What follows belongs to an exercise in optimizing a design on an open flow for small area; a production flow would make more cautious choices.
Only simulation tests tie the RTL to the original design; equivalence was not proved.
No driver is modelled on the clock port, so clocking that relies on it looks cheaper here than on a real chip.
Power is estimated from default activity; no workload was simulated.

[design/flow/design.v]
module ROPDetector (
	input iClk,
	input iRsn,
	input [31:0] iTRAMPOLINE_START,
	input [31:0] iTRAMPOLINE_END,
	input iFifo_Empty,
	input [31:0] iFifo_Data,
	output reg oFifo_RdEn,
	output reg oRopDetect
);
parameter H = 1'b1, L = 1'b0;
parameter MAX_STACK 					=	20;
parameter STACK_EMPTY_SP				=	0;
parameter TRAMPOLINE_FUNCTION_GAP			=	8;
parameter TRAMPOLINE_FUNCTION_CALL_RETURN_DISTANCE	=	4;
parameter MAX_STACKPOINTER_BIT				=	5;
parameter MAX_SIGNED_BIT				=	7;
integer i;
reg signed [MAX_SIGNED_BIT-1:0]	shadow_stack [MAX_STACK-1:0];	 
reg signed [MAX_SIGNED_BIT-1:0] last_call;			 
reg signed [MAX_SIGNED_BIT-1:0] command;			 
reg [MAX_STACKPOINTER_BIT-1:0]	shadow_stack_sp;		 
reg				decodeEn;			 
always @* begin
	command <= decode(iFifo_Data, iTRAMPOLINE_START, iTRAMPOLINE_END );
end
always @* begin
	if ( shadow_stack_sp > 0 && shadow_stack_sp <= MAX_STACK ) 
		last_call <= shadow_stack[ shadow_stack_sp - 1 ];
	else
		last_call <= 0;
end
always @ ( posedge iClk or negedge iRsn ) begin
	if(!iRsn) begin 
		for ( i = 0 ; MAX_STACK > i ; i = i+1 ) begin
			shadow_stack[i] <= 0;
		end
		oFifo_RdEn <= L;
		oRopDetect <= L;
		shadow_stack_sp <= STACK_EMPTY_SP;
		decodeEn <= L;
	end 
	else begin
		if ( iFifo_Empty ) begin
			oFifo_RdEn <= L;
		end else begin
			oFifo_RdEn <= H;
		end
		if ( oFifo_RdEn ) begin
			decodeEn <= H;
		end else begin
			decodeEn <= L;
		end
		if ( decodeEn ) begin	
			if ( command > 0 ) begin  
				shadow_stack_sp 		<= shadow_stack_sp + 1;
				if ( shadow_stack_sp < MAX_STACK )
					shadow_stack[shadow_stack_sp] 	<= command;
				oRopDetect 			<= L;
			end else if ( command < 0 ) begin  
				shadow_stack_sp <= shadow_stack_sp - 1;
				if( last_call != command * -1 ) begin
					oRopDetect 		<= H;
				end else begin
					oRopDetect 		<= L;
				end
			end else begin		 
					oRopDetect 		<= L;
			end
		end else begin
			oRopDetect <= L;
		end
	end 
end  
function integer decode;	 
input [31:0] fifo_data;
input [31:0] t_start;
input [31:0] t_end;
integer quotient, remainder;
begin
	if ( fifo_data >= t_start && fifo_data <= t_end ) begin
		quotient  =  (fifo_data - t_start) / TRAMPOLINE_FUNCTION_GAP;
		remainder =  (fifo_data - t_start) % TRAMPOLINE_FUNCTION_GAP;
		if( remainder  == 0 ) begin
			decode = quotient + 1;	 
		end else begin
			decode = -1*(quotient + 1); 	 
		end
	end else begin
		decode = 0;	 
	end
end
endfunction
endmodule
[design/flow/config.mk]
export PLATFORM = sky130hd
export DESIGN_NAME = ROPDetector
export DESIGN_NICKNAME = ROPDetector
export VERILOG_FILES = /design/flow/design.v
export SDC_FILE = /design/flow/constraint.sdc
export NUM_CORES = 4
export LEC_CHECK = 0
export CAP_MARGIN = 20
export CORE_MARGIN = 2
export CORE_UTILIZATION = 40
export SLEW_MARGIN = 20
[design/flow/run.sh]
#!/bin/bash
# synth_recipe.tcl (not shown) runs the flow's synth.tcl, then flattens the netlist and writes it again
# the make line also repeats each setting of config.mk as NAME=value (left out here)
make -C /OpenROAD-flow-scripts/flow DESIGN_CONFIG=/design/flow/config.mk WORK_HOME=/design/flow/orfs CLKGATE_MAP_FILE= SYNTH_SCRIPT=/design/flow/synth_recipe.tcl finish
[design/flow/constraint.sdc]
create_clock -name core_clock -period 12.0 [get_ports {iClk}]
set_input_delay 2.4000 -clock core_clock [delete_from_list [all_inputs] [get_ports {iClk}]]
set_output_delay 2.4000 -clock core_clock [all_outputs]
set_load 0.01 [all_outputs]
==> results of run 1 <==
-- cell families after synthesis --
| kind of cell | count (synthesis) | synth area share [%] |
|---|---|---|
| flops | 148 | 36.7 |
| xor+xnor | 30 | 2.76 |
| simple gates | 277 | 13.2 |
| buf+inv | 144 | 5.71 |
| compound gates | 301 | 20.4 |
| mux | 95 | 10.5 |
| fa+ha+maj | 85 | 10.6 |
-- final cells by class --
type,instances,area [um^2]
well taps,330,413
inverters,83,312
flip-flops and latches,148,3700
clock buffers,19,443
fillers,2415,13000
repair buffers,112,1090
clock inverters,13,173
multi-input cells,788,5820
-- flip-flops by register name, summed over array words and instances, names as in the netlist --
signal           count
oRopDetect           1
decodeEn             1
shadow_stack_sp      5
oFifo_RdEn           1
shadow_stack       140
-- synthesized netlist by cell type, drive strengths merged (6+ instances only) --
| cell type | n |
|---|---|
| buf | 18 |
| nand2b | 7 |
| a222oi | 8 |
| nor2 | 44 |
| and3 | 8 |
| a22oi | 30 |
| o21a | 9 |
| a22o | 6 |
| a32oi | 6 |
| inv | 82 |
| ha | 84 |
| nor4 | 8 |
| a31oi | 15 |
| xor2 | 13 |
| a21oi | 49 |
| xnor2 | 17 |
| dfrtp | 148 |
| nand2 | 112 |
| o22ai | 10 |
| o21ai | 72 |
| nor3 | 17 |
| a221oi | 6 |
| nand4 | 14 |
| or2 | 7 |
| nor2b | 12 |
| nand3 | 23 |
| mux2 | 90 |
| o31ai | 22 |
| a211oi | 13 |
| clkbuf | 43 |
-- worst max-delay path by stage --
stage / cells past startpoint / from / to
global route: 21 / iFifo_Data[0] / shadow_stack[18][6]
finish: 21 / iFifo_Data[0] / shadow_stack[18][5]
global placement: 20 / iFifo_Data[0] / shadow_stack[11][5]
detailed placement: 20 / iFifo_Data[0] / shadow_stack[9][3]
floorplan: 21 / iFifo_Data[0] / shadow_stack[9][0]
CTS: 20 / iFifo_Data[0] / shadow_stack[9][6]
-- stage by stage --
step,hold WS (ns),instances,utilization (%),power (mW)
finish,0.401,1493,47.9,2.31
global route,0.418,1493,47.9,2.45
detailed placement,0.378,1461,45.4,1.74
CTS,0.405,1493,47.8,2.30
floorplan,0.416,1080,-,1.42
global placement,0.385,1461,45.4,1.73
-- where the power goes --
group / internal (mW) / switching, mW / total (mW)
Sequential: 0.649 / 0.112 / 0.761
Clock: 0.336 / 0.222 / 0.557
Combinational: 0.369 / 0.625 / 0.994
-- per-layer routing --
metal  vias up  track usage, %
li1       4114               -
met1      4092            30.1
met2       315            36.3
met3        42            4.91
met4         0            8.69
met5         -               0
-- placed cells by master, fill, tap and decap left out, types with 6 or more instances in the layout --
| cell type | synthesis | layout |
|---|---|---|
| xnor2_1 | 15 | 15 |
| and3_1 | 8 | 8 |
| nor3_1 | 16 | 15 |
| a221oi_1 | 6 | 6 |
| buf_4 | 1 | 12 |
| a21oi_1 | 49 | 49 |
| dfrtp_1 | 148 | 148 |
| o21a_1 | 9 | 9 |
| nor4_1 | 8 | 8 |
| ha_1 | 84 | 84 |
| nand2_1 | 112 | 112 |
| clkbuf_16 | 0 | 17 |
| mux2_2 | 90 | 90 |
| nor2b_1 | 12 | 12 |
| a22o_1 | 6 | 6 |
| a31oi_1 | 15 | 15 |
| a32oi_1 | 6 | 6 |
| nand3_1 | 23 | 23 |
| nand4_1 | 14 | 14 |
| o21ai_0 | 70 | 70 |
| o22ai_1 | 10 | 10 |
| nand2b_1 | 7 | 7 |
| xor2_1 | 13 | 13 |
| inv_1 | 82 | 82 |
| nor2_1 | 44 | 44 |
| a222oi_1 | 8 | 8 |
| a211oi_1 | 12 | 12 |
| o31ai_1 | 22 | 22 |
| clkdlybuf4s50_1 | 0 | 99 |
| a22oi_1 | 30 | 30 |
==> reports/results.tsv, run 1 <==
stage	metric	value	unit
power	vdd_drop_max	147	uV
setup_path	required	12.32	ns
cells_and_area	nets	1334	
clock_tree	clock-sinks	148	
clock_tree	htree_levels	4	
die	fp.dieArea	0.0265	mm^2
cells_and_area	antennaDiodeCount	0	
setup_path	r2r_cells	13	
timing	fin_ws	3.38	ns
drt	totalWireLength	29100	um
drt	vias_per_cell	5.74	
die	rows	58	
die	core	0.0250	mm^2
run_status	status	timing/DRC/antenna clean	
drt	drtIter0Drc	739	
drt	top_layer	met4	
clock_tree	cts_max_path_buffers	2	
timing	finalMaxSlewViolations	0	
synth	synth_top_area_cell	dfrtp_1	
power	leakagePower	5.31	nW
worst_hold_path	whs_path_depth	0	
setup_path	worstSetupEndpointType	flop	
timing	relSlewSlack	28.1	%
placed_design	dpl_cell_area	0.0113	mm^2
synth	ys.warnings.count	2	
setup_path	arrival	8.94	ns
clock_tree	cts_tree	yes	
die	pin_count	101	
timing	rsz0062_at_grt	false	
drt	m1WireLength	12900	um
synth	yosysSeqAreaShare	36.7	%
timing	setup_violations	0	
synth	syn_nets	1264	
synth	synth_seq_cells	148	
worst_hold_path	worstHoldStart	oFifo_RdEn	
timing	setup_tns	0	ns
timing	fin_crit_sh	71.9	%
setup_path	cp_cell_sequence	clkdlybuf4s50_1 -> inv_1 -> ha_1 -> fa_1 -> and2b_1 -> o22a_1 -> a41oi_1 -> o21ai_0 -> a211oi_1 -> or3_1 -> buf_4 -> nor2_1 -> clkinv_1 -> ha_1 -> nand2_1 -> or2_2 -> ha_1 -> nand2_1 -> nor4_1 -> nand2_1 -> mux2_2	
global_routing	grt_use_total	22.7	%
global_routing	grt_pass1_vias	8636	
worst_hold_path	holdPathEnd	decodeEn	
cells_and_area	area_delta_synth_final	18.6	%
synth	synth_top_area_share	36.7	%
global_routing	grt_max_degree	81	
synth	ys_top_cells_by_area	dfrtp_1, ha_1, mux2_2	
setup_path	r2r_setup_slack	7.32	ns
synth	synth_edf_count	0	
timing	skew	0.00550	ns
synth	avgSynthCellArea	9.34	um^2
timing	hold_viol_final	0	
global_routing	grt_antenna_before_repair	0	
flow_run	max_cap_viol_count	0	
setup_path	path_max_fanout	31	
synth	ys_async_sr_fraction	100	%
drt	dr.pass1.iters	6	
clock_tree	numCtsBuffers	17	
clock_tree	ctsHoldBuffers	0	
power	p_per_area	193	mW/mm^2
drt	dr_wl_met3	2040	um
clock_tree	cts_setup_buffers	0	
drt	drc	0	
setup_path	path_class	in -> reg	
drt	vias	8563	
clock_tree	worst_skew_pair.late_latency	0.43	ns
clock_tree	cts_root_buffer	clkbuf_16	
synth	syn_area	0.0101	mm^2
placed_design	dp_slack	2.92	ns
setup_path	r2r_end	oRopDetect	
die	die_y	163	um
placed_design	portBuffers	100	
setup_path	critical_path.startpoint_type	input pin	
cells_and_area	postLayoutCellArea	0.0120	mm^2
worst_hold_path	hold_path.class	reg -> reg	
clock_tree	clk_pin_slew_worst_paths	0.06	ns
synth	ys_dominant_reg_cell	dfrtp_1	
synth	yosysUniqueCellTypes	79	
setup_path	max_stage_delay	0.71	ns
die	start_util	40.4	%
drt	wl_per_cell	19.5	um
setup_path	critPathSlowestCell	nor2_1	
timing	max_freq	0.116	GHz
synth	syn_inst	1080	
cells_and_area	drive_above_1_share	12.9	%
setup_path	worstReg2RegStart	shadow_stack_sp[0]	
global_routing	grt_pass1_wl	46800	um
timing	fin_crit	8.62	ns
drt	wl_met2	13300	um
placed_design	gp_congestion	0.952	
placed_design	hpwlAfterDp	21500	um
global_routing	grt-ovfl-total	0	
die	fp.dieW	163	um
clock_tree	cts_resized	0	
drt	ant_nets	0	
setup_path	worst-path-buf-inv	4	
setup_path	path_delay_family	simple AND/OR/NAND/NOR gates	
timing	worstMarginPinSlew	1.08	ns
==> run 2: changes to the inputs <==
==> design/flow/design.v (replaced) <==
module ROPDetector (
	input iClk,
	input iRsn,
	input [31:0] iTRAMPOLINE_START,
	input [31:0] iTRAMPOLINE_END,
	input iFifo_Empty,
	input [31:0] iFifo_Data,
	output reg oFifo_RdEn,
	output reg oRopDetect
);
reg        decodeEn;
reg  [4:0] sp;                   
reg  [5:0] stk [0:19];           
integer i;
wire       in_win = geq(iFifo_Data, iTRAMPOLINE_START) && geq(iTRAMPOLINE_END, iFifo_Data);
wire [9:0] d      = iFifo_Data[9:0] - iTRAMPOLINE_START[9:0];
wire       z      = (d[2:0] == 3'd0);    
wire       q6     = d[9];
wire [5:0] x      = d[8:3];
wire       xall   = &x;
wire [6:0] u      = q6 ? {1'b0, ~x} : ({1'b0, x} + 7'd1);
wire jump = !in_win || (q6 && xall);
wire call = !jump && (z ^ q6) && !(!q6 && xall);
wire ret  = !jump && !call;
reg  [5:0] last;
always @* begin
	last = 6'd0;
	for (i = 0; i < 20; i = i + 1)
		if (sp == i + 1) last = stk[i];
end
wire match = !u[6] && (last == u[5:0]);
always @(posedge iClk or negedge iRsn) begin
	if (!iRsn) begin
		oFifo_RdEn <= 1'b0;
		oRopDetect <= 1'b0;
		decodeEn   <= 1'b0;
		sp         <= 5'd0;
		for (i = 0; i < 20; i = i + 1)
			stk[i] <= 6'd0;
	end else begin
		oFifo_RdEn <= !iFifo_Empty;
		decodeEn   <= oFifo_RdEn;
		oRopDetect <= decodeEn && ret && !match;
		if (decodeEn && call) begin
			sp <= sp + 5'd1;
			for (i = 0; i < 20; i = i + 1)
				if (sp == i) stk[i] <= u[5:0];
		end else if (decodeEn && ret) begin
			sp <= sp - 5'd1;
		end
	end
end
function geq;
	input [31:0] a;
	input [31:0] b;
	integer k;
	reg c;
	begin
		c = 1'b1;
		for (k = 0; k < 32; k = k + 1)
			c = (a[k] & ~b[k]) | ((a[k] | ~b[k]) & c);
		geq = c;
	end
endfunction
endmodule
==> design/flow/flow/run.sh (new file) <==
#!/bin/bash
set -euo pipefail
W=$PWD
{
  echo "proc abc {args} {"
  echo "  set i [lsearch -exact \$args -script]"
  echo "  if {\$i >= 0} { set args [lreplace \$args [expr {\$i + 1}] [expr {\$i + 1}] $W/flow/area.abc] }"
  echo "  yosys abc {*}\$args"
  echo "}"
  cat synth_recipe.tcl
} > flow_synth.tcl
EXTRA="ADDER_MAP_FILE= 'BUFFER_PORTS_ARGS=-buffer_cell sky130_fd_sc_hd__buf_1'"
if [[ -f flow/cts_args ]]; then
  EXTRA="$EXTRA 'CTS_ARGS=$(cat flow/cts_args)'"
fi
sed -e "s#SYNTH_SCRIPT=[^ ]*#SYNTH_SCRIPT=$W/flow_synth.tcl $EXTRA#" standard.sh > flow_standard.sh
bash flow_standard.sh finish > flow_make.log 2>&1
==> design/flow/flow/area.abc (new file) <==
strash
dch -f
map -a
strash
dch -f
map -a
strash
dch -f
map -a
strash
dch -f
map -a
strash
dch -f
map -a
topo
==> design/flow/flow/cts_args (new file) <==
-sink_clustering_enable -repair_clock_nets -buf_list {sky130_fd_sc_hd__clkbuf_2 sky130_fd_sc_hd__clkbuf_4 sky130_fd_sc_hd__clkbuf_8} -dont_use_dummy_load
==> design/flow/standard.sh (new file) <==
#!/bin/bash
# synth_recipe.tcl (not shown) runs the flow's synth.tcl, then flattens the netlist and writes it again
# the make line also repeats each setting of config.mk as NAME=value (left out here)
make -C /OpenROAD-flow-scripts/flow DESIGN_CONFIG=/design/flow/config.mk WORK_HOME=/design/flow/orfs CLKGATE_MAP_FILE= SYNTH_SCRIPT=/design/flow/synth_recipe.tcl "${@:-finish}"
removed: design/flow/run.sh
==> reports/results.tsv, run 2 <==
stage	metric	value	unit	change
synth	synth_top_area_share	47.8	%	+11 points
global_routing	grt_use_total	22.8	%	+0.049 points
power	leakagePower	2.87	nW	-46%
synth	syn_area	0.00670	mm^2	-34%
cells_and_area	final_cell_mix	clkinv_1, nand2_1, dfrtp_1, nor2_1		
clock_tree	cts_tree	yes		
clock_tree	worst_skew_pair.late_latency	0.45	ns	+0.02 ns
drt	wl_per_cell	16.2	um	-17%
setup_path	crit_top_cell	a21oi_1		
timing	rsz0062_at_grt	false		
drt	dr.pass1.iters	5		-1
clock_tree	clock-sinks	128		-14%
cells_and_area	largestRegisters	stk x120, sp x5		
setup_path	path_delay_family	compound AO/OA/AOI/OAI gates		
cells_and_area	area_delta_synth_final	14.3	%	
timing	hold_viol_final	0		unchanged
timing	skew	0.0207	ns	+0.0152 ns
cells_and_area	drive_above_1_share	4.50	%	-8.4 points
drt	drc	0		unchanged
cells_and_area	nFillCells	1699		-30%
clock_tree	htree_levels	4		unchanged
drt	ant_nets	0		unchanged
clock_tree	cts_setup_buffers	0		unchanged
setup_path	worst-path-buf-inv	3		-1
drt	vias	6305		-26%
drt	totalWireLength	19400	um	-33%
die	fp.dieArea	0.0178	mm^2	-33%
setup_path	cp-endpoint	stk[0][5]		
timing	fin_crit	7.50	ns	-1.13 ns
setup_path	critPathSlowestCell	nor3_1		
setup_path	max_stage_delay	0.80	ns	+0.09 ns
worst_hold_path	hold_path.class	reg -> reg		
synth	synth_edf_count	0		unchanged
timing	finalMaxSlewViolations	0		unchanged
drt	drtIter0Drc	644		-13%
timing	fin_crit_sh	62.5	%	-9.4 points
placed_design	gp_congestion	0.889		-6.7%
setup_path	crit_start	iFifo_Data[1]		
synth	synth_top_area_cell	dfrtp_1		
synth	synth_seq_cells	128		-14%
synth	ys_dominant_reg_cell	dfrtp_1		
drt	vias_per_cell	5.27		-8.2%
clock_tree	cts_root_buffer	clkbuf_8		
synth	yosysSeqAreaShare	47.8	%	+11 points
clock_tree	cts_resized	0		unchanged
synth	syn_inst	853		-21%
placed_design	hpwlAfterDp	14300	um	-33%
die	pin_count	101		unchanged
cells_and_area	nets	1078		-19%
synth	synth_commonest_cells	clkinv_1, nand2_1, dfrtp_1		
synth	yosysMostFrequentCell	clkinv_1		
synth	avgSynthCellArea	7.86	um^2	-16%
cells_and_area	fin_cells	1197		-20%
die	die_y	133	um	-18%
timing	max_freq	0.133	GHz	+15%
global_routing	grt_pass1_vias	5795		-33%
die	start_util	40.7	%	+0.31 points
die	fp.dieW	133	um	-18%
synth	syn_nets	952		-25%
global_routing	grt_pass1_wl	31000	um	-34%
power	vdd_drop_max	91.9	uV	-37%
synth	ys.warnings.count	2		unchanged
clock_tree	ctsHoldBuffers	0		unchanged
synth	ys_async_sr_fraction	100	%	unchanged
synth	ys_top_cells_by_area	dfrtp_1, clkinv_1, nand2_1		
global_routing	grt_antenna_before_repair	0		unchanged
worst_hold_path	worstHoldStart	oFifo_RdEn		
timing	relSlewSlack	30.6	%	+2.4 points
die	rows	47		-19%
global_routing	grt_max_degree	72		-11%
setup_path	worstSetupEndpointType	flop		
setup_path	r2r_setup_slack	7.82	ns	+0.50 ns
cells_and_area	final_common_cell	clkinv_1		
power	p_per_area	187	mW/mm^2	-3.5%
setup_path	required	12.34	ns	+0.02 ns
synth	yosysUniqueCellTypes	29		-63%
setup_path	worstReg2RegStart	sp[4]		
setup_path	arrival	7.83	ns	-1.11 ns
run_status	status	timing/DRC/antenna clean		
setup_path	path_max_fanout	26		-16%
setup_path	critical_path.startpoint_type	input pin		
clock_tree	cts_max_path_buffers	2		unchanged
clock_tree	numCtsBuffers	17		unchanged
clock_tree	clk_pin_slew_worst_paths	0.07	ns	about the same
setup_path	path_class	in -> reg		
setup_path	r2r_end	oRopDetect		
global_routing	grt-ovfl-total	0		unchanged
timing	worstMarginPinSlew	1.03	ns	-0.0422 ns
placed_design	place_inst	1180		-19%
flow_run	max_cap_viol_count	0		unchanged
die	core	0.0165	mm^2	-34%
timing	setup_tns	0	ns	unchanged
setup_path	crit_cells	37		+76%
setup_path	r2r_cells	15		+2
placed_design	portBuffers	100		unchanged
timing	setup_violations	0		unchanged
cells_and_area	largest_register_ffs	120		-14%
cells_and_area	regMostFlops	stk		
cells_and_area	antennaDiodeCount	0		unchanged
## run 2: worst min-delay path by stage
stage	endpoint	slack, ns	depth (start not counted)
floorplan	decodeEn	0.42	0
global placement	decodeEn	0.36	0
detailed placement	decodeEn	0.37	0
CTS	decodeEn	0.38	0
global route	decodeEn	0.40	0
finish	decodeEn	0.38	0
## run 2: stage by stage
step           hold slack, ns  power [mW]  cell area, um^2  utilization (%)  setup slack, ns
2_1_floorplan           0.416       0.955             6700                -             4.74
3_3_place_gp            0.362        1.15             7420             45.0             4.33
3_5_place_dp            0.371        1.16             7420             45.0             4.16
4_1_cts                 0.385        1.43             7650             46.5             4.60
5_1_grt                 0.404        1.53             7660             46.5             3.71
6_report                0.383        1.43             7660             46.5             4.50
## run 2: layout make-up
class                   count  area, um^2  area share, %
repair buffers            107         432           5.64
flip-flops and latches    128        3200           41.8
multi-input cells         562        2900           37.9
inverters                 163         612           7.99
well taps                 220         275           3.59
clock buffers              17         234           3.06
## run 2: power breakdown
group	internal, mW	switching, mW	leakage (nW)	total (mW)
clock	0.124	0.149	0.122	0.274
sequential	0.564	0.0682	1.39	0.632
combinational	0.170	0.354	1.35	0.524
## run 2: cell families (layout without fill, tap and decap cells)
kind of cell | Yosys count | after routing | share of synthesized area (%)
AOI/OAI and AO/OA | 281 | 281 | 25.0
and+or+nand+nor | 260 | 260 | 15.1
buffers and inverters | 163 | 287 | 9.13
DFF | 128 | 128 | 47.8
xor gates and xnor gates | 15 | 15 | 1.96
muxes | 6 | 6 | 1.01
## run 2: metal layers
layer / vias to the layer above / global-route usage, % / part of all wire, %
met2: 234 / 35.5 / 46
met4: 0 / 8.39 / 1.9
met5: - / 0 / 0
met3: 30 / 3.58 / 7.4
met1: 2907 / 32.2 / 45
li1: 3134 / - / -
==> run 3: changes to the inputs <==
==> design/flow/flow/area.abc (replaced) <==
strash
&get -n
&fraig -x
&put
dch -f
map -a
strash
dch -f
map -a
strash
dch -f
map -a
topo
==> design/flow/flow/cts_args (replaced) <==
-sink_clustering_enable -repair_clock_nets -buf_list {sky130_fd_sc_hd__clkbuf_2 sky130_fd_sc_hd__clkbuf_4} -sink_clustering_size 30 -dont_use_dummy_load
--- a/design/flow/config.mk
+++ b/design/flow/config.mk
@@ -9,3 +9,3 @@
 export CORE_MARGIN = 2
-export CORE_UTILIZATION = 40
+export CORE_UTILIZATION = 80
 export SLEW_MARGIN = 20
==> reports/results.tsv, run 3 <==
stage	metric	value	unit	change
run_status	haltStage	3_3_place_gp		
synth	ys_async_sr_fraction	100	%	unchanged
synth	syn_area	0.00646	mm^2	-3.6%
synth	yosysSeqAreaShare	49.6	%	+1.8 points
synth	ys_dominant_reg_cell	dfrtp_1		
synth	synth_top_area_cell	dfrtp_1		
synth	avgSynthCellArea	8.16	um^2	+3.9%
die	start_util	83.1	%	+42 points
placed_design	portBuffers	100		unchanged
synth	syn_nets	890		-6.5%
synth	ys_top_cells_by_area	dfrtp_1, nand2_1, o21ai_0		
run_status	status	aborted with a tool error		
synth	synth_edf_count	0		unchanged
die	die_y	93.8	um	-30%
die	pin_count	101		unchanged
synth	synth_top_area_share	49.6	%	+1.8 points
die	fp.dieW	93.8	um	-30%
run_status	firstError	[ERROR GPL-0301] Utilization 100.618 % exceeds 100%.		
synth	synth_seq_cells	128		unchanged
synth	ys.warnings.count	2		unchanged
synth	syn_inst	791		-7.3%
synth	yosysUniqueCellTypes	29		unchanged
synth	synth_commonest_cells	nand2_1, o21ai_0, dfrtp_1		
die	rows	32		-32%
synth	yosysMostFrequentCell	nand2_1		
-- run 3: changes by cell type after synthesis, sizes merged, moves of 7 or more --
cell    delta
clkinv    -84
nand2     +64
o21ai     +42
a21oi     -41
nor2      -40
o22ai     -38
a22oi     +22
nand3      +8
nand4      +7
-- run 3: logic make-up after synthesis --
group           Yosys count  share of synthesized area [%]
flops                   128                           49.6
compound gates          267                           25.0
fa+ha+maj                 1                          0.155
buf+inv                  79                           4.59
xor+xnor                 18                           2.44
simple gates            298                           18.3
==> run 4: changes to the inputs <==
==> design/flow/run.sh (new file) <==
#!/bin/bash
# synth_recipe.tcl (not shown) runs the flow's synth.tcl, then flattens the netlist and writes it again
# the make line also repeats each setting of config.mk as NAME=value (left out here)
make -C /OpenROAD-flow-scripts/flow DESIGN_CONFIG=/design/flow/config.mk WORK_HOME=/design/flow/orfs CLKGATE_MAP_FILE= SYNTH_SCRIPT=/design/flow/synth_recipe.tcl finish
--- a/design/flow/config.mk
+++ b/design/flow/config.mk
@@ -9,3 +9,3 @@
 export CORE_MARGIN = 2
-export CORE_UTILIZATION = 80
+export CORE_UTILIZATION = 40
 export SLEW_MARGIN = 20
removed: design/flow/flow/run.sh
removed: design/flow/flow/area.abc
removed: design/flow/flow/cts_args
removed: design/flow/standard.sh
==> reports/results.tsv, run 4 <==
stage	metric	value	unit	change
drt	vias_per_cell	5.68		
setup_path	cp-endpoint	stk[3][4]		
global_routing	grt_antenna_before_repair	0		
timing	setup_violations	0		
cells_and_area	drive_above_1_share	14.4	%	
synth	synth_commonest_cells	dfrtp_1, mux2_2, inv_1		
clock_tree	cts_resized	0		
clock_tree	ctsHoldBuffers	0		
cells_and_area	largestRegisters	stk x120, sp x5		
drt	drtIter0Drc	424		
timing	rsz0062_at_grt	false		
synth	yosysSeqAreaShare	38.5	%	-11 points
die	fp.dieW	148	um	+58%
clock_tree	htree_levels	4		
placed_design	gp_congestion	0.836		
synth	synth_top_area_cell	dfrtp_1		
placed_design	dpl_cell_area	0.00960	mm^2	
synth	syn_nets	961		+8.0%
power	leakagePower	4.66	nW	
synth	syn_area	0.00832	mm^2	+29%
cells_and_area	seq_area	0.00320	mm^2	
cells_and_area	nFillCells	1945		
global_routing	grt_pass1_wl	37800	um	
setup_path	path_class	in -> reg		
placed_design	portBuffers	100		unchanged
global_routing	grt_pass1_vias	7060		
placed_design	dp_slack	5.51	ns	
setup_path	path_max_fanout	23		
drt	ant_nets	0		
cells_and_area	postLayoutCellArea	0.0102	mm^2	
run_status	status	timing/DRC/antenna clean		
power	vdd_drop_max	102	uV	
cells_and_area	largest_register_ffs	120		
power	p_per_area	180	mW/mm^2	
timing	hold_viol_final	0		
setup_path	cp_cell_sequence	clkdlybuf4s50_1 -> inv_1 -> ha_1 -> fa_1 -> nand2b_1 -> nand2_1 -> a21oi_1 -> xnor2_1 -> ha_1 -> nor3b_1 -> o2111ai_2 -> a32oi_2 -> nor4_4 -> buf_4 -> nand2_1 -> mux2_2		
cells_and_area	antennaDiodeCount	0		
setup_path	worstSetupEndpointType	flop		
clock_tree	numCtsBuffers	17		
global_routing	grt_use_total	22.0	%	
drt	wl_per_cell	19.4	um	
setup_path	r2r_end	oRopDetect		
clock_tree	worst_skew_pair.late_latency	0.42	ns	
cells_and_area	multiInputGateArea	0.00475	mm^2	
cells_and_area	nets	1049		
synth	yosysUniqueCellTypes	83		+190%
timing	worstMarginPinSlew	0.965	ns	
timing	relSlewSlack	34.8	%	
setup_path	arrival	6.38	ns	
timing	max_freq	0.164	GHz	
setup_path	r2r_setup_slack	7.91	ns	
clock_tree	cts_max_path_buffers	2		
clock_tree	cts_tree	yes		
cells_and_area	final_cell_mix	dfrtp_1, clkdlybuf4s50_1, mux2_2, inv_1, nand2_1		
timing	fin_crit	6.08	ns	
global_routing	gr-usage-met1	30.3	%	
setup_path	r2r_cells	11		
synth	ys_async_sr_fraction	100	%	unchanged
cells_and_area	regMostFlops	stk		
synth	ys_top_cells_by_area	dfrtp_1, mux2_2, mux2_1		
drt	dr.pass1.iters	5		
timing	setup_tns	0	ns	
synth	yosysMostFrequentCell	dfrtp_1		
setup_path	max_stage_delay	0.50	ns	
flow_run	max_cap_viol_count	0		
drt	totalWireLength	23300	um	
cells_and_area	final_common_cell	dfrtp_1		
synth	synth_edf_count	0		unchanged
timing	fin_ws	5.92	ns	
synth	ys.warnings.count	2		unchanged
worst_hold_path	hold_path.class	reg -> reg		
timing	fin_crit_sh	50.7	%	
die	start_util	41.0	%	-42 points
global_routing	grt-ovfl-total	0		
clock_tree	cts_root_buffer	clkbuf_16		
timing	skew	0.00605	ns	
drt	drc	0		
setup_path	worstReg2RegStart	sp[1]		
synth	synth_top_area_share	38.5	%	-11 points
setup_path	crit_start	iFifo_Data[0]		
die	core	0.0203	mm^2	
global_routing	grt_use_met3	4.11	%	
synth	syn_inst	836		+5.7%
clock_tree	clk_pin_slew_worst_paths	0.05	ns	
placed_design	hpwlAfterDp	16800	um	
setup_path	required	12.30	ns	
global_routing	grt_max_degree	72		
die	fp.dieArea	0.0220	mm^2	
placed_design	place_inst	1175		
synth	avgSynthCellArea	9.96	um^2	+22%
synth	synth_seq_cells	128		unchanged
drt	vias	6839		
global_routing	grt.busiest_layer	met2		
setup_path	critPathSlowestCell	a32oi_2		
clock_tree	cts_setup_buffers	0		
die	pin_count	101		unchanged
die	rows	52		+63%
timing	finalMaxSlewViolations	0		
die	die_y	148	um	+58%
global_routing	gr-usage-met2	35.6	%	
cells_and_area	area_delta_synth_final	22.0	%	
synth	ys_dominant_reg_cell	dfrtp_1		
clock_tree	clock-sinks	128		
cells_and_area	fin_cells	1205		
setup_path	critical_path.startpoint_type	input pin		
==> run 4: cell types whose count changed after synthesis, moves of 17 or more <==
| cell | change |
|---|---|
| nand2_1 | -148 |
| o21ai_0 | -104 |
| clkinv_1 | -78 |
| mux2_2 | +69 |
| inv_1 | +59 |
| mux2_1 | +49 |
| nor2_1 | -42 |
| clkbuf_1 | +38 |
| nor2b_1 | +29 |
| a22oi_1 | -26 |
| ha_1 | +25 |
| a21oi_1 | +17 |
==> run 4: cell type report <==
cell class | instances | share of cell area (%)
clock inverters | 7 | 0.591
inverters | 60 | 2.22
clock buffers | 23 | 4.80
flip-flops and latches | 128 | 31.5
well taps | 270 | 3.33
repair buffers | 112 | 10.7
multi-input cells | 605 | 46.8
==> run 4: logic make-up (layout without fill, tap and decap cells) <==
| family | after synthesis | after routing | synth area share (%) |
|---|---|---|---|
| flops | 128 | 128 | 38.5 |
| fa+ha+maj | 42 | 42 | 5.94 |
| buf+inv | 103 | 202 | 4.83 |
| xor+xnor | 17 | 17 | 1.79 |
| simple gates | 223 | 223 | 15.9 |
| compound gates | 205 | 205 | 17.1 |
| mux | 118 | 118 | 16.0 |
==> run 4: how the worst min path moves through the flow <==
stage / startpoint / to / slack (ns) / cells past startpoint
5_1_grt: oFifo_RdEn / decodeEn / 0.40 / 0
4_1_cts: oFifo_RdEn / decodeEn / 0.39 / 0
6_report: oFifo_RdEn / decodeEn / 0.39 / 0
2_1_floorplan: oFifo_RdEn / decodeEn / 0.42 / 0
3_3_place_gp: oFifo_RdEn / decodeEn / 0.37 / 0
3_5_place_dp: oFifo_RdEn / decodeEn / 0.37 / 0
==> run 4: metal layers <==
metal	vias up	wire length, um
met5	-	0
met2	186	10900
met1	3356	10900
met4	0	386
met3	32	1170
li1	3265	-
==> run 4: worst max-delay path: cells and delay by family <==
family | cells | cell delay, ns
AO/OA/AOI/OAI | 3 | 0.77
XOR/XNOR | 1 | 0.29
adder cells (fa/ha/maj) | 3 | 0.85
buffers and inverters | 3 | 0.79
multiplexers | 1 | 0.38
AND/OR/NAND/NOR | 5 | 0.91
==> run 4: where the power goes <==
part | internal (mW) | switching [mW] | total, mW
registers | 0.535 | 0.0826 | 0.617
logic | 0.307 | 0.421 | 0.728
clock network | 0.302 | 0.185 | 0.487
total | 1.14 | 0.689 | 1.83
==> run 4: per-stage QoR <==
step           util [%]  hold slack, ns  power [mW]
6_report           50.0           0.388        1.83
5_1_grt            50.0           0.403        1.94
4_1_cts            50.0           0.390        1.83
3_5_place_dp       47.3           0.373        1.34
3_3_place_gp       47.3           0.372        1.34
2_1_floorplan         -           0.416        1.09
==> run 5: changes to the inputs <==
==> design/flow/flow/run.sh (new file) <==
#!/bin/bash
set -euo pipefail
W=$PWD
{
  echo "proc abc {args} {"
  echo "  set i [lsearch -exact \$args -script]"
  echo "  if {\$i >= 0} { set args [lreplace \$args [expr {\$i + 1}] [expr {\$i + 1}] $W/flow/area.abc] }"
  echo "  yosys abc {*}\$args"
  echo "}"
  cat synth_recipe.tcl
} > flow_synth.tcl
EXTRA="ADDER_MAP_FILE= 'BUFFER_PORTS_ARGS=-buffer_cell sky130_fd_sc_hd__buf_1'"
if [[ -f flow/cts_args ]]; then
  EXTRA="$EXTRA 'CTS_ARGS=$(cat flow/cts_args)'"
fi
EXTRA="$EXTRA POST_CTS_TCL=$W/flow/post_cts.tcl"
sed -e "s#SYNTH_SCRIPT=[^ ]*#SYNTH_SCRIPT=$W/flow_synth.tcl $EXTRA#" standard.sh > flow_standard.sh
bash flow_standard.sh finish > flow_make.log 2>&1
==> design/flow/flow/area.abc (new file) <==
strash
&get -n
&fraig -x
&put
dch -f
map -a
strash
dch -f
map -a
strash
dch -f
map -a
topo
==> design/flow/flow/cts_args (new file) <==
-sink_clustering_enable -repair_clock_nets -buf_list {sky130_fd_sc_hd__clkbuf_4} -dont_use_dummy_load
==> design/flow/flow/post_cts.tcl (new file) <==
estimate_parasitics -placement
set changed 0
foreach inst [get_cells -quiet *] {
  set ref [get_property $inst ref_name]
  if {$ref ne "sky130_fd_sc_hd__clkbuf_4" && $ref ne "sky130_fd_sc_hd__clkbuf_2"} { continue }
  set pin [get_pins -quiet [get_full_name $inst]/X]
  if {$pin eq ""} { continue }
  set s 0
  foreach e {rise fall} { set v [get_property $pin slew_max_$e]; if {$v > $s} { set s $v } }
  if {$s > 0.10} {
    replace_cell $inst sky130_fd_sc_hd__clkbuf_8
    incr changed
  }
}
puts "post_cts: upsized $changed clock buffers"
estimate_parasitics -placement
detailed_placement
check_placement -verbose
==> design/flow/standard.sh (new file) <==
#!/bin/bash
# synth_recipe.tcl (not shown) runs the flow's synth.tcl, then flattens the netlist and writes it again
# the make line also repeats each setting of config.mk as NAME=value (left out here)
make -C /OpenROAD-flow-scripts/flow DESIGN_CONFIG=/design/flow/config.mk WORK_HOME=/design/flow/orfs CLKGATE_MAP_FILE= SYNTH_SCRIPT=/design/flow/synth_recipe.tcl "${@:-finish}"
--- a/design/flow/config.mk
+++ b/design/flow/config.mk
@@ -9,3 +9,3 @@
 export CORE_MARGIN = 2
-export CORE_UTILIZATION = 40
+export CORE_UTILIZATION = 70
 export SLEW_MARGIN = 20
removed: design/flow/run.sh
==> reports/results.tsv, run 5 <==
stage	metric	value	unit	change
run_status	status	timing/DRC/antenna clean		
global_routing	grt_antenna_before_repair	0		unchanged
setup_path	crit_start	iFifo_Data[1]		
drt	dr.pass1.iters	12		+7
die	core	0.00911	mm^2	-55%
synth	synth_seq_cells	128		unchanged
cells_and_area	antennaDiodeCount	0		unchanged
clock_tree	clk_pin_slew_worst_paths	0.09	ns	+0.04 ns
synth	ys_async_sr_fraction	100	%	unchanged
power	leakagePower	3.03	nW	-35%
setup_path	max_stage_delay	0.42	ns	-0.08 ns
synth	synth_top_area_share	49.6	%	+11 points
cells_and_area	area_delta_synth_final	11.2	%	
drt	drc	0		unchanged
clock_tree	clock-sinks	128		unchanged
global_routing	grt_use_total	37.1	%	+15 points
placed_design	portBuffers	100		unchanged
drt	ant_nets	0		unchanged
synth	yosysSeqAreaShare	49.6	%	+11 points
setup_path	cp-endpoint	stk[0][1]		
timing	setup_violations	0		unchanged
setup_path	crit_top_cell	o21ai_0		
cells_and_area	largest_register_ffs	120		unchanged
placed_design	hpwlAfterDp	12600	um	-25%
timing	relSlewSlack	39.3	%	+4.5 points
synth	ys.warnings.count	2		unchanged
global_routing	grt_pass1_wl	28800	um	-24%
setup_path	r2r_end	oRopDetect		
clock_tree	worst_skew_pair.late_latency	0.43	ns	about the same
die	rows	35		-33%
timing	rsz0062_at_grt	false		
cells_and_area	nets	1014		-3.3%
synth	syn_area	0.00646	mm^2	-22%
placed_design	gp_congestion	0.953		+14%
synth	yosysUniqueCellTypes	29		-65%
timing	finalMaxSlewViolations	0		unchanged
synth	ys_dominant_reg_cell	dfrtp_1		
die	start_util	70.9	%	+30 points
setup_path	r2r_setup_slack	8.42	ns	+0.51 ns
cells_and_area	largestRegisters	stk x120, sp x5		
synth	syn_inst	791		-5.4%
die	fp.dieW	100	um	-33%
timing	fin_ws	4.12	ns	-1.80 ns
timing	skew	0.0337	ns	+0.0276 ns
drt	drtIter0Drc	634		+50%
drt	vias_per_cell	6.30		+11%
setup_path	r2r_cells	16		+5
synth	synth_commonest_cells	nand2_1, o21ai_0, dfrtp_1		
drt	vias	6450		-5.7%
timing	fin_crit_sh	65.7	%	+15 points
synth	syn_nets	890		-7.4%
synth	synth_edf_count	0		unchanged
die	die_y	100	um	-33%
drt	wl_per_cell	17.1	um	-12%
setup_path	worstSetupEndpointType	flop		
cells_and_area	drive_above_1_share	4.05	%	-10 points
timing	hold_viol_final	0		unchanged
cells_and_area	final_common_cell	nand2_1		
timing	worstMarginPinSlew	0.904	ns	-0.0615 ns
placed_design	dp_slack	3.68	ns	-1.83 ns
power	p_per_area	155	mW/mm^2	-14%
clock_tree	cts_tree	yes		
synth	avgSynthCellArea	8.16	um^2	-18%
flow_run	max_cap_viol_count	0		unchanged
die	pin_count	101		unchanged
synth	yosysMostFrequentCell	nand2_1		
setup_path	required	12.33	ns	+0.03 ns
timing	setup_tns	0	ns	unchanged
setup_path	arrival	8.22	ns	+1.84 ns
drt	totalWireLength	17500	um	-25%
timing	fin_crit	7.88	ns	+1.80 ns
cells_and_area	final_cell_mix	nand2_1, o21ai_0, dfrtp_1, buf_1, clkinv_1		
global_routing	grt-ovfl-total	0		unchanged
setup_path	path_max_fanout	21		-8.7%
synth	synth_top_area_cell	dfrtp_1		
synth	ys_top_cells_by_area	dfrtp_1, nand2_1, o21ai_0		
die	fp.dieArea	0.0100	mm^2	-54%
setup_path	path_class	in -> reg		
setup_path	critPathSlowestCell	nand3_1		
timing	max_freq	0.127	GHz	-23%
setup_path	worstReg2RegStart	sp[0]		
global_routing	grt_pass1_vias	6100		-14%
power	vdd_drop_max	128	uV	+26%
setup_path	critical_path.startpoint_type	input pin		
global_routing	grt_max_degree	68		-5.6%
worst_hold_path	hold_path.class	reg -> reg		
cells_and_area	regMostFlops	stk		
run 5: changes by cell type after synthesis, sizes merged, moves of 15 or more:
| cell | previous run | this run |
|---|---|---|
| nand2 | 59 | 201 |
| mux2 | 118 | 0 |
| o21ai | 39 | 141 |
| clkinv | 1 | 79 |
| inv | 59 | 0 |
| nor2 | 24 | 66 |
| clkbuf | 38 | 0 |
| nor2b | 29 | 0 |
| a22oi | 10 | 36 |
| ha | 25 | 0 |
| a21oi | 41 | 24 |
| maj3 | 16 | 1 |
| nand2b | 15 | 0 |
run 5: worst min path at each step:
| stage | depth (start not counted) | end | slack [ns] | start |
|---|---|---|---|---|
| 2_1_floorplan | 0 | decodeEn | 0.42 | oFifo_RdEn |
| 3_3_place_gp | 0 | decodeEn | 0.36 | oFifo_RdEn |
| 3_5_place_dp | 0 | decodeEn | 0.36 | oFifo_RdEn |
| 5_1_grt | 0 | decodeEn | 0.40 | oFifo_RdEn |
| 6_report | 0 | decodeEn | 0.38 | oFifo_RdEn |
run 5: where the power goes:
part	total, mW	internal (mW)	switching, mW
Combinational	0.325	0.102	0.223
Sequential	0.567	0.511	0.0552
Clock	0.217	0.0832	0.134
Total	1.11	0.697	0.413
run 5: area by class of cell:
type | instances | area (um^2)
Timing Repair Buffer | 105 | 423
Tap cell | 111 | 139
Sequential cell | 128 | 3200
Inverter | 79 | 297
Clock buffer | 17 | 159
Multi-Input combinational cell | 584 | 2960
Fill cell | 710 | 1930
run 5: layer usage:
metal | vias to the layer above | track usage, % | wire length, um
li1 | 3008 | - | -
met1 | 3003 | 49.1 | 6790
met4 | 0 | 14.2 | 601
met2 | 365 | 60.8 | 8340
met3 | 74 | 7.94 | 1780
met5 | - | 0 | 0
run 5: logic make-up after synthesis:
kind of cell               count (synthesis)  synth area share, %
and+or+nand+nor                          298                 18.3
AOI/OAI and AO/OA                        267                 25.0
DFF                                      128                 49.6
buffers and inverters                     79                 4.59
xor gates and xnor gates                  18                 2.44
adders and majority gates                  1                0.155
run 5: worst max-delay path, delay by kind of cell:
kind,cells,cell delay [ns]
and+or+nand+nor,8,1.41
buffers and inverters,4,0.51
AOI/OAI and AO/OA,25,3.88
run 5: metrics by stage:
stage	area, um^2	hold slack, ns	std cells	utilization [%]	total power, mW
floorplan	6460	0.416	791	-	0.767
global route	7180	0.399	1024	78.8	1.17
global placement	7010	0.361	1007	77.0	0.869
finish	7180	0.384	1024	78.8	1.11
detailed placement	7010	0.362	1007	77.0	0.889
==> run 6: changes to the inputs <==
--- a/design/flow/design.v
+++ b/design/flow/design.v
@@ -13,5 +13,12 @@
 reg  [5:0] stk [0:19];           
-integer i;
-wire       in_win = geq(iFifo_Data, iTRAMPOLINE_START) && geq(iTRAMPOLINE_END, iFifo_Data);
-wire [9:0] d      = iFifo_Data[9:0] - iTRAMPOLINE_START[9:0];
+integer i, k;
+wire       in_win;
+wire [9:0] d;
+ROPDetector_decode u_dec (
+	.data(iFifo_Data),
+	.t_start(iTRAMPOLINE_START),
+	.t_end(iTRAMPOLINE_END),
+	.in_win(in_win),
+	.d(d)
+);
 wire       z      = (d[2:0] == 3'd0);    
@@ -27,4 +34,4 @@
 	last = 6'd0;
-	for (i = 0; i < 20; i = i + 1)
-		if (sp == i + 1) last = stk[i];
+	for (k = 0; k < 20; k = k + 1)
+		last = last | (stk[k] & {6{sp == k + 1}});
 end
@@ -52,2 +59,19 @@
 end
+endmodule
+module ROPDetector_decode (
+	input  [31:0] data,
+	input  [31:0] t_start,
+	input  [31:0] t_end,
+	output        in_win,
+	output [9:0]  d
+);
+integer j;
+reg [32:0] bw;                   
+always @* begin
+	bw[0] = 1'b0;
+	for (j = 0; j < 32; j = j + 1)
+		bw[j+1] = (t_start[j] & ~data[j]) | ((t_start[j] | ~data[j]) & bw[j]);
+end
+assign in_win = !bw[32] && geq(t_end, data);
+assign d      = data[9:0] ^ t_start[9:0] ^ bw[9:0];
 function geq;
--- a/design/flow/flow/run.sh
+++ b/design/flow/flow/run.sh
@@ -7,3 +7,6 @@
   echo "  if {\$i >= 0} { set args [lreplace \$args [expr {\$i + 1}] [expr {\$i + 1}] $W/flow/area.abc] }"
-  echo "  yosys abc {*}\$args"
+  echo "  set j [lsearch -exact \$args -script]"
+  echo "  set dargs [lreplace \$args [expr {\$j + 1}] [expr {\$j + 1}] $W/flow/decode.abc]"
+  echo "  yosys abc {*}\$args ROPDetector"
+  echo "  yosys abc {*}\$dargs ROPDetector_decode"
   echo "}"
@@ -11,3 +14,3 @@
 } > flow_synth.tcl
-EXTRA="ADDER_MAP_FILE= 'BUFFER_PORTS_ARGS=-buffer_cell sky130_fd_sc_hd__buf_1'"
+EXTRA="ADDER_MAP_FILE= SYNTH_KEEP_MODULES=ROPDetector_decode 'BUFFER_PORTS_ARGS=-buffer_cell sky130_fd_sc_hd__buf_1'"
 if [[ -f flow/cts_args ]]; then
==> design/flow/flow/area.abc (replaced) <==
strash
&get -n
&fraig -x
&put
strash
&get -n
&st
&dch -f
&nf -p -R 1000 -F 8 -A 8 -C 32
&put
strash
&get -n
&st
&dch -f
&nf -p -R 1000 -F 8 -A 8 -C 32
&put
strash
&get -n
&st
&dch -f
&nf -p -R 1000 -F 8 -A 8 -C 32
&put
strash
&get -n
&st
&dch -f
&nf -p -R 1000 -F 8 -A 8 -C 32
&put
strash
&get -n
&st
&dch -f
&nf -p -R 1000 -F 8 -A 8 -C 32
&put
strash
&get -n
&st
&dch -f
&nf -p -R 1000 -F 8 -A 8 -C 32
&put
strash
&get -n
&st
&dch -f
&nf -p -R 1000 -F 8 -A 8 -C 32
&put
strash
&get -n
&st
&dch -f
&nf -p -R 1000 -F 8 -A 8 -C 32
&put
topo
==> design/flow/flow/decode.abc (new file) <==
strash
dch -f
map -a
topo
--- a/design/flow/config.mk
+++ b/design/flow/config.mk
@@ -9,3 +9,3 @@
 export CORE_MARGIN = 2
-export CORE_UTILIZATION = 70
+export CORE_UTILIZATION = 55
 export SLEW_MARGIN = 20
==> reports/results.tsv, run 6 <==
stage	metric	value	unit	change
synth	synth_commonest_cells	nor2_1, dfrtp_1, a21oi_1		
cells_and_area	area_delta_synth_final	13.3	%	
synth	ys_dominant_reg_cell	dfrtp_1		
timing	worstMarginPinSlew	1.02	ns	+0.115 ns
die	pin_count	101		unchanged
synth	ys_async_sr_fraction	100	%	unchanged
setup_path	crit_top_cell	a21oi_1		
synth	yosysMostFrequentCell	nor2_1		
power	leakagePower	3.10	nW	+2.3%
cells_and_area	regMostFlops	stk		
drt	dr.pass1.iters	9		-3
worst_hold_path	hold_path.class	reg -> reg		
cells_and_area	nFillCells	990		+39%
worst_hold_path	worstHoldStart	oFifo_RdEn		
power	vdd_drop_max	101	uV	-21%
power	p_switching	0.507	mW	+23%
synth	ys.warnings.count	3		+1
timing	relSlewSlack	31.6	%	-7.7 points
placed_design	portBuffers	100		unchanged
setup_path	path_max_fanout	14		-33%
synth	synth_top_area_cell	dfrtp_1		
setup_path	r2r_end	oRopDetect		
placed_design	gp_congestion	0.911		-4.5%
drt	totalWireLength	16600	um	-5.0%
power	clkPwrFrac	16.2	%	-3.4 points
placed_design	dp_slack	2.63	ns	-1.06 ns
timing	hold_viol_final	0		unchanged
synth	yosysUniqueCellTypes	34		+17%
power	power.share.sequential	51.0	%	about the same
timing	fin_ws	2.95	ns	-1.16 ns
timing	setup_violations	0		unchanged
setup_path	worstSetupEndpointType	flop		
drt	drc	0		unchanged
setup_path	max_stage_delay	0.61	ns	+0.19 ns
worst_hold_path	holdPathEnd	decodeEn		
cells_and_area	largest_register_ffs	120		unchanged
global_routing	grt-ovfl-total	0		unchanged
synth	yosysSeqAreaShare	50.5	%	+0.90 points
synth	synth_edf_count	0		unchanged
synth	avgSynthCellArea	8.71	um^2	+6.7%
global_routing	grt_max_degree	84		+24%
timing	max_freq	0.111	GHz	-13%
die	die_y	111	um	+11%
setup_path	r2r_cells	10		-6
clock_tree	worst_skew_pair.late_latency	0.42	ns	about the same
global_routing	grt_antenna_before_repair	0		unchanged
timing	whs	0.387	ns	+0.00218 ns
die	fp.dieW	111	um	+11%
die	start_util	56.0	%	-15 points
power	p_int	0.800	mW	+15%
setup_path	critical_path.startpoint_type	input pin		
die	core	0.0113	mm^2	+24%
cells_and_area	final_cell_mix	nor2_1, dfrtp_1, a21oi_1, buf_1, nand2_1		
cells_and_area	final_common_cell	nor2_1		
setup_path	critPathSlowestCell	nor2_1		
global_routing	grt_pass1_wl	27100	um	-5.8%
cells_and_area	nets	957		-5.6%
synth	ys_top_cells_by_area	dfrtp_1, a21oi_1, nor2_1		
power	finalPower	1.31	mW	+18%
setup_path	arrival	9.36	ns	+1.14 ns
synth	syn_nets	827		-7.1%
cells_and_area	drive_above_1_share	5.14	%	+1.1 points
setup_path	path_class	in -> reg		
drt	ant_nets	0		unchanged
synth	synth_seq_cells	128		unchanged
global_routing	grt_use_total	27.5	%	-9.6 points
synth	syn_inst	728		-8.0%
setup_path	r2r_setup_slack	8.84	ns	+0.42 ns
synth	syn_area	0.00634	mm^2	-1.8%
placed_design	hpwlAfterDp	12000	um	-4.5%
drt	wl_per_cell	16.6	um	-2.6%
placed_design	dpl_cell_area	0.00699	mm^2	-0.32%
power	p_sw_share	38.8	%	+1.6 points
setup_path	worstReg2RegStart	sp[2]		
global_routing	grt_pass1_vias	5517		-9.6%
drt	vias_per_cell	5.97		-5.2%
drt	vias	5968		-7.5%
timing	fin_crit_sh	75.4	%	+9.7 points
drt	drtIter0Drc	594		-6.3%
flow_run	max_cap_viol_count	0		unchanged
timing	finalMaxSlewViolations	0		unchanged
timing	skew	0.0305	ns	-0.00314 ns
clock_tree	cts_tree	yes		
timing	fin_crit	9.05	ns	+1.16 ns
setup_path	required	12.32	ns	about the same
cells_and_area	largestRegisters	stk x120, sp x5		
timing	setup_tns	0	ns	unchanged
synth	synth_top_area_share	50.5	%	+0.90 points
power	p_per_area	182	mW/mm^2	+18%
cells_and_area	postLayoutCellArea	0.00719	mm^2	+0.14%
power	share_comb_of_total_power	32.8	%	+3.5 points
timing	rsz0062_at_grt	false		
clock_tree	clock-sinks	128		unchanged
clock_tree	clk_pin_slew_worst_paths	0.10	ns	about the same
cells_and_area	antennaDiodeCount	0		unchanged
worst_hold_path	whs_path_depth	0		unchanged
die	rows	39		+11%
die	fp.dieArea	0.0124	mm^2	+24%
run_status	status	timing/DRC/antenna clean		
[run 6: area by class of cell]
| class | instances | area, um^2 | area share, % |
|---|---|---|---|
| tap | 143 | 179 | 2.49 |
| inverter | 59 | 221 | 3.08 |
| sequential | 128 | 3200 | 44.6 |
| clock buffer | 17 | 153 | 2.12 |
| multi-input combinational | 541 | 2960 | 41.2 |
| timing repair buffer | 111 | 472 | 6.56 |
[run 6: routing by layer]
metal  part of all wire [%]  up-vias  global-route usage, %  wire length (um)
li1                       -     2883                      -                 -
met1                     43     2767                   37.1              7150
met2                     46      284                   44.1              7680
met3                    8.4       34                   7.19              1390
met4                    2.4        0                   8.81               405
met5                      0        -                      0                 0
[run 6: cells by family after synthesis]
family                   share of synthesized area (%)
XOR/XNOR                                          3.18
AND/OR/NAND/NOR                                   16.8
multiplexers                                     0.947
buffers and inverters                             3.49
AO/OA/AOI/OAI                                     24.6
flip-flops                                        50.5
adder cells (fa/ha/maj)                          0.473
[run 6: worst max-delay path, delay by kind of cell]
family | cells | cell delay, ns
AOI/OAI and AO/OA | 24 | 3.18
adders and majority gates | 2 | 0.64
buffers and inverters | 4 | 0.36
and+or+nand+nor | 12 | 2.76
[run 6: per-stage QoR]
step                utilization [%]  instances
floorplan                         -        728
global placement               61.7        982
detailed placement             61.7        982
global route                   63.5        999
finish                         63.5        999
[run 6: modules after synthesis (local to each module, per instance)]
module	cell area, um^2	flops+latches	copies in the design
ROPDetector	5360	128	1
ROPDetector_decode	987	0	1
[run 6: worst max-delay path by stage]
| stage | cells after the start | slack, ns | to | start |
|---|---|---|---|---|
| after detailed placement | 40 | 2.63 | stk[8][0] | iFifo_Data[1] |
| final | 42 | 2.95 | stk[7][1] | iFifo_Data[1] |
| after global routing | 42 | 2.03 | stk[7][1] | iFifo_Data[1] |
| after floorplan | 40 | 3.82 | stk[7][0] | iFifo_Data[1] |
| after global placement | 40 | 2.77 | stk[13][5] | iFifo_Data[1] |
[run 6: power by group through the flow]
stage,registers (mW),logic (mW),clock network (mW)
floorplan,0.642,0.285,0
global placement,0.666,0.407,0
detailed placement,0.669,0.422,0
global route,0.681,0.478,0.236
finish,0.666,0.429,0.211
==> run 7: changes to the inputs <==
--- a/design/flow/config.mk
+++ b/design/flow/config.mk
@@ -10,2 +10,3 @@
 export CORE_UTILIZATION = 55
+export GPL_TIMING_DRIVEN = 0
 export SLEW_MARGIN = 20
==> reports/results.tsv, run 7 <==
stage	metric	value	unit	change
run_status	status	timing/DRC/antenna clean		
placed_design	hpwlAfterDp	12300	um	+2.0%
setup_path	path_delay_family	compound AO/OA/AOI/OAI gates		
power	leakagePower	3.12	nW	+0.71%
global_routing	grt_pass1_vias	5672		+2.8%
clock_tree	clk_pin_slew_worst_paths	0.07	ns	-0.03 ns
clock_tree	cts_tree	yes		
synth	syn_nets	827		unchanged
drt	totalWireLength	16400	um	-1.6%
power	share_comb_of_total_power	33.5	%	+0.7 points
synth	synth_seq_cells	128		unchanged
flow_run	max_cap_viol_count	0		unchanged
cells_and_area	nets	956		-0.10%
cells_and_area	largest_register_ffs	120		unchanged
setup_path	worstReg2RegStart	sp[4]		
cells_and_area	final_cell_mix	nor2_1, dfrtp_1, a21oi_1, buf_1, nand2_1		
setup_path	r2r_end	oRopDetect		
setup_path	critPathSlowestCell	nor2_1		
setup_path	crit_top_cell	a21oi_1		
drt	vias_per_cell	5.90		-1.2%
setup_path	max_stage_delay	0.67	ns	+0.06 ns
placed_design	place_inst	981		-0.10%
setup_path	critical_path.startpoint_type	input pin		
power	p_sw_share	38.1	%	-0.65 points
synth	yosysSeqAreaShare	50.5	%	unchanged
die	rows	39		unchanged
global_routing	grt-ovfl-total	0		unchanged
worst_hold_path	whs_path_depth	0		unchanged
setup_path	path_class	in -> reg		
power	vdd_drop_max	98.8	uV	-2.4%
worst_hold_path	hold_path.class	reg -> reg		
synth	yosysMostFrequentCell	nor2_1		
synth	synth_edf_count	0		unchanged
drt	ant_nets	0		unchanged
timing	relSlewSlack	30.9	%	-0.65 points
setup_path	arrival	9.80	ns	+0.44 ns
synth	synth_commonest_cells	nor2_1, dfrtp_1, a21oi_1		
cells_and_area	antennaDiodeCount	0		unchanged
die	start_util	56.0	%	unchanged
die	fp.dieArea	0.0124	mm^2	unchanged
cells_and_area	drive_above_1_share	5.96	%	+0.82 points
timing	rsz0062_at_grt	false		
timing	fin_crit_sh	79.6	%	+4.2 points
die	core	0.0113	mm^2	unchanged
synth	synth_top_area_share	50.5	%	unchanged
timing	skew	0.0258	ns	-0.00468 ns
global_routing	grt_max_degree	35		-58%
timing	worstMarginPinSlew	1.03	ns	+0.00965 ns
placed_design	portBuffers	100		unchanged
power	clkPwrFrac	16.0	%	-0.2 points
cells_and_area	area_delta_synth_final	15.0	%	
global_routing	grt_use_total	27.6	%	+0.076 points
setup_path	r2r_setup_slack	8.81	ns	-0.03 ns
power	p_switching	0.499	mW	-1.5%
power	p_int	0.810	mW	+1.3%
drt	drc	0		unchanged
worst_hold_path	worstHoldStart	oFifo_RdEn		
setup_path	path_max_fanout	14		unchanged
die	fp.dieW	111	um	unchanged
timing	setup_tns	0	ns	unchanged
cells_and_area	seq_area	0.00320	mm^2	unchanged
synth	ys_top_cells_by_area	dfrtp_1, a21oi_1, nor2_1		
synth	syn_area	0.00634	mm^2	unchanged
drt	vias	5892		-1.3%
power	power.share.sequential	50.5	%	-0.5 points
timing	fin_crit	9.55	ns	+0.507 ns
synth	syn_inst	728		unchanged
die	pin_count	101		unchanged
synth	ys_async_sr_fraction	100	%	unchanged
drt	drtIter0Drc	556		-6.4%
cells_and_area	regMostFlops	stk		
cells_and_area	final_common_cell	nor2_1		
cells_and_area	nFillCells	1017		+2.7%
die	die_y	111	um	unchanged
setup_path	worst-path-buf-inv	4		unchanged
global_routing	grt_antenna_before_repair	0		unchanged
clock_tree	clock-sinks	128		unchanged
clock_tree	worst_skew_pair.late_latency	0.41	ns	about the same
cells_and_area	largestRegisters	stk x120, sp x5		
timing	max_freq	0.105	GHz	-5.3%
timing	hold_viol_final	0		unchanged
setup_path	worstSetupEndpointType	flop		
drt	wl_per_cell	16.4	um	-1.5%
synth	avgSynthCellArea	8.71	um^2	unchanged
global_routing	grt_pass1_wl	27500	um	+1.3%
setup_path	r2r_cells	9		-1
power	p_per_area	179	mW/mm^2	-1.3%
cells_and_area	fin_cells	998		-0.10%
synth	yosysUniqueCellTypes	34		unchanged
drt	dr.pass1.iters	6		-3
cells_and_area	multiInputGateArea	0.00302	mm^2	+2.1%
placed_design	gp_congestion	0.891		-2.1%
setup_path	required	12.25	ns	-0.07 ns
worst_hold_path	holdPathEnd	decodeEn		
timing	finalMaxSlewViolations	0		unchanged
synth	ys.warnings.count	3		unchanged
synth	ys_dominant_reg_cell	dfrtp_1		
synth	synth_top_area_cell	dfrtp_1		
timing	setup_violations	0		unchanged
-- run 7: cell families after synthesis --
family          Yosys count  share of synthesized area (%)
compound gates          249                           24.6
xor+xnor                 23                           3.18
fa+ha+maj                 3                          0.473
buf+inv                  59                           3.49
flops                   128                           50.5
mux                       6                          0.947
simple gates            260                           16.8
-- run 7: final cells by class --
cell class / count / area share [%]
clock buffer: 17 / 2.09
multi-input combinational: 541 / 41.4
tap: 143 / 2.45
inverter: 59 / 3.04
timing repair buffer: 110 / 7.08
sequential: 128 / 43.9
-- run 7: per-module statistics from Yosys, one instance, submodules excluded --
| module | times used | flip-flops and latches |
|---|---|---|
| ROPDetector_decode | 1 | 0 |
| ROPDetector | 1 | 128 |
-- run 7: layer usage --
| metal | GRT usage, % | vias up | wire, um |
|---|---|---|---|
| li1 | - | 2880 | - |
| met2 | 44.0 | 228 | 7660 |
| met5 | 0 | - | 0 |
| met1 | 38.0 | 2762 | 7360 |
| met4 | 8.56 | 0 | 297 |
| met3 | 6.48 | 22 | 1040 |
-- run 7: metrics by stage --
stage	instance area (um^2)	power (mW)	setup WS (ns)	hold slack, ns	utilization, %
6_report	7290	1.31	2.45	0.387	64.4
5_1_grt	7290	1.40	1.49	0.389	64.4
3_5_place_dp	7130	1.10	2.08	0.369	63.0
3_3_place_gp	6900	1.05	2.35	0.363	60.9
2_1_floorplan	6340	0.927	3.82	0.416	-
-- run 7: power by group through the flow --
stage                     logic [mW]  registers, mW  clock network [mW]
after floorplan                0.285          0.642                   0
after global placement         0.388          0.660                   0
after detailed placement       0.433          0.666                   0
after global routing           0.492          0.677               0.230
final                          0.438          0.661               0.210
-- run 7: worst register-to-register path, cell delays in order, from the launching register on --
cell and delay (ns):
dfrtp_1 0.53, nor2_1 0.14, nand2_1 0.22, nor3_1 0.85, a222oi_1 0.39, nand4_1 0.21, a211oi_1 0.07, xor2_1 0.18
nor4_1 0.29, a31oi_1 0.15
-- run 7: how the worst max path moves through the flow --
stage / startpoint / endpoint / slack [ns] / cells after the start
floorplan: iFifo_Data[1] / stk[7][0] / 3.82 / 40
global placement: iFifo_Data[1] / stk[19][0] / 2.35 / 40
detailed placement: iFifo_Data[1] / stk[7][0] / 2.08 / 41
global route: iFifo_Data[1] / stk[7][4] / 1.49 / 41
finish: iFifo_Data[1] / stk[7][4] / 2.45 / 41
==> run 8: changes to the inputs <==
==> design/flow/flow/decode.abc (replaced) <==
strash
&get -n
&fraig -x
&put
strash
&get -n
&st
&synch2
&dch -f
&nf -p -R 1000 -F 8 -A 8 -C 32
&put
strash
&get -n
&st
&dch -f
&nf -p -R 1000 -F 8 -A 8 -C 32
&put
strash
&get -n
&st
&dch -f
&nf -p -R 1000 -F 8 -A 8 -C 32
&put
topo
--- a/design/flow/config.mk
+++ b/design/flow/config.mk
@@ -10,3 +10,2 @@
 export CORE_UTILIZATION = 55
-export GPL_TIMING_DRIVEN = 0
 export SLEW_MARGIN = 20
==> reports/results.tsv, run 8 <==
stage	metric	value	unit	change
run_status	status	timing/DRC/antenna clean		
placed_design	hpwlAfterDp	11900	um	-2.8%
timing	hold_viol_final	0		unchanged
timing	fin_ws	1.39	ns	-1.06 ns
cells_and_area	final_core_util	63.4	%	-1.0 points
drt	totalWireLength	16700	um	+2.2%
die	fp.dieW	111	um	-0.38%
global_routing	grt-ovfl-total	0		unchanged
global_routing	grt_use_total	29.0	%	+1.3 points
timing	relSlewSlack	28.3	%	-2.6 points
setup_path	worstReg2RegStart	sp[4]		
setup_path	critical_path.startpoint_type	input pin		
synth	synth_seq_cells	128		unchanged
cells_and_area	drive_above_1_share	4.50	%	-1.5 points
die	fp.dieArea	0.0123	mm^2	-0.76%
timing	rsz0062_at_grt	false		
clock_tree	cts_tree	yes		
timing	worstMarginPinSlew	1.07	ns	+0.0447 ns
power	clkPwrFrac	15.8	%	-0.2 points
synth	syn_inst	686		-5.8%
synth	ys_top_cells_by_area	dfrtp_1, a21oi_1, nor2_1		
cells_and_area	nets	923		-3.5%
global_routing	grt_pass1_vias	5742		+1.2%
power	p_int	0.810	mW	about the same
placed_design	dp_slack	0.990	ns	-1.09 ns
timing	max_freq	0.0942	GHz	-10%
die	core	0.0113	mm^2	-0.43%
cells_and_area	final_common_cell	dfrtp_1		
setup_path	arrival	10.84	ns	+1.04 ns
drt	wl_per_cell	17.3	um	+5.7%
placed_design	place_inst	948		-3.4%
timing	setup_tns	0	ns	unchanged
power	p_sw_share	38.4	%	+0.29 points
placed_design	dpl_cell_area	0.00699	mm^2	-1.9%
cells_and_area	nFillCells	1011		-0.59%
power	power.share.sequential	51.4	%	+0.9 points
setup_path	critPathSlowestCell	nor2_1		
power	vdd_drop_max	142	uV	+43%
power	finalPower	1.32	mW	+0.47%
cells_and_area	area_delta_synth_final	13.6	%	
synth	ys_async_sr_fraction	100	%	unchanged
global_routing	grt_max_degree	83		+140%
worst_hold_path	hold_path.class	reg -> reg		
synth	yosysSeqAreaShare	50.9	%	+0.40 points
synth	syn_nets	785		-5.1%
setup_path	crit_top_cell	maj3_1		
drt	drc	0		unchanged
clock_tree	clock-sinks	128		unchanged
drt	dr.pass1.iters	10		+4
synth	ys_dominant_reg_cell	dfrtp_1		
synth	synth_top_area_share	50.9	%	+0.40 points
clock_tree	worst_skew_pair.late_latency	0.41	ns	about the same
worst_hold_path	whs_path_depth	0		unchanged
synth	syn_area	0.00629	mm^2	-0.79%
drt	vias	5770		-2.1%
timing	fin_crit_sh	88.4	%	+8.8 points
placed_design	gp_congestion	0.889		-0.31%
power	leakagePower	3.04	nW	-2.4%
global_routing	grt_pass1_wl	28200	um	+2.7%
synth	synth_edf_count	0		unchanged
drt	vias_per_cell	5.98		+1.3%
timing	setup_violations	0		unchanged
synth	avgSynthCellArea	9.17	um^2	+5.3%
clock_tree	clk_pin_slew_worst_paths	0.07	ns	about the same
cells_and_area	postLayoutCellArea	0.00715	mm^2	-2.0%
power	p_switching	0.505	mW	+1.2%
synth	synth_top_area_cell	dfrtp_1		
timing	whs	0.383	ns	-0.00414 ns
timing	finalMaxSlewViolations	0		unchanged
die	rows	39		unchanged
synth	yosysUniqueCellTypes	36		+5.9%
run 8: cells by family (layout without fill, tap and decap cells):
logic type / count (synthesis) / count (layout) / share of synthesized area [%]
AOI/OAI and AO/OA: 255 / 255 / 25.6
and+or+nand+nor: 214 / 214 / 14.3
DFF: 128 / 128 / 50.9
buffers and inverters: 44 / 180 / 2.62
xor gates and xnor gates: 28 / 28 / 3.90
adders and majority gates: 11 / 11 / 1.75
muxes: 6 / 6 / 0.955
run 8: power by group through the flow:
stage                     Combinational [mW]  Clock [mW]  Sequential [mW]
after floorplan                        0.292           0            0.651
after global placement                 0.415           0            0.675
after detailed placement               0.426           0            0.679
after global routing                   0.487       0.229            0.693
final                                  0.432       0.208            0.676
run 8: layer usage:
layer / vias up / share of wire [%] / global-route usage [%]
li1: 2812 / - / -
met1: 2749 / 46 / 40.4
met2: 181 / 45 / 45.6
met3: 28 / 6.5 / 7.33
met4: 0 / 2.0 / 7.83
met5: - / 0 / 0
run 8: path summary, 6_finish.rpt:
check	to	slack, ns
worst min register to register	decodeEn	0.38
min in group asynchronous	stk[2][0]	1.91
worst min-delay path	decodeEn	0.38
max in group asynchronous	stk[14][2]	9.02
worst max register to register	oRopDetect	8.89
worst max-delay path	stk[7][0]	1.39
run 8: worst max-delay path: cells and delay by family:
| family | cells | cell delay (ns) |
|---|---|---|
| AND/OR/NAND/NOR | 9 | 2.15 |
| AO/OA/AOI/OAI | 19 | 2.68 |
| buffers and inverters | 1 | 0.09 |
| adder cells (fa/ha/maj) | 9 | 3.49 |
run 8: layout make-up:
cell class | count | area (um^2) | area share [%]
timing repair buffer | 119 | 532 | 7.44
inverter | 44 | 165 | 2.31
tap | 143 | 179 | 2.50
multi-input combinational | 514 | 2920 | 40.9
sequential | 128 | 3200 | 44.8
clock buffer | 17 | 146 | 2.05
run 8: Yosys stat by module, one instance, submodules excluded:
module / cells / flops+latches / area (um^2)
ROPDetector_decode: 149 / 0 / 937
ROPDetector: 537 / 128 / 5360

Setup slack of run 8, layout unchanged: 1.389 ns with ideal ports, 1.399 ns with driving cells assumed (clock clkbuf_16, inputs buf_2), 0.972 ns with port delays also shifted by the 0.427 ns mid clock arrival.
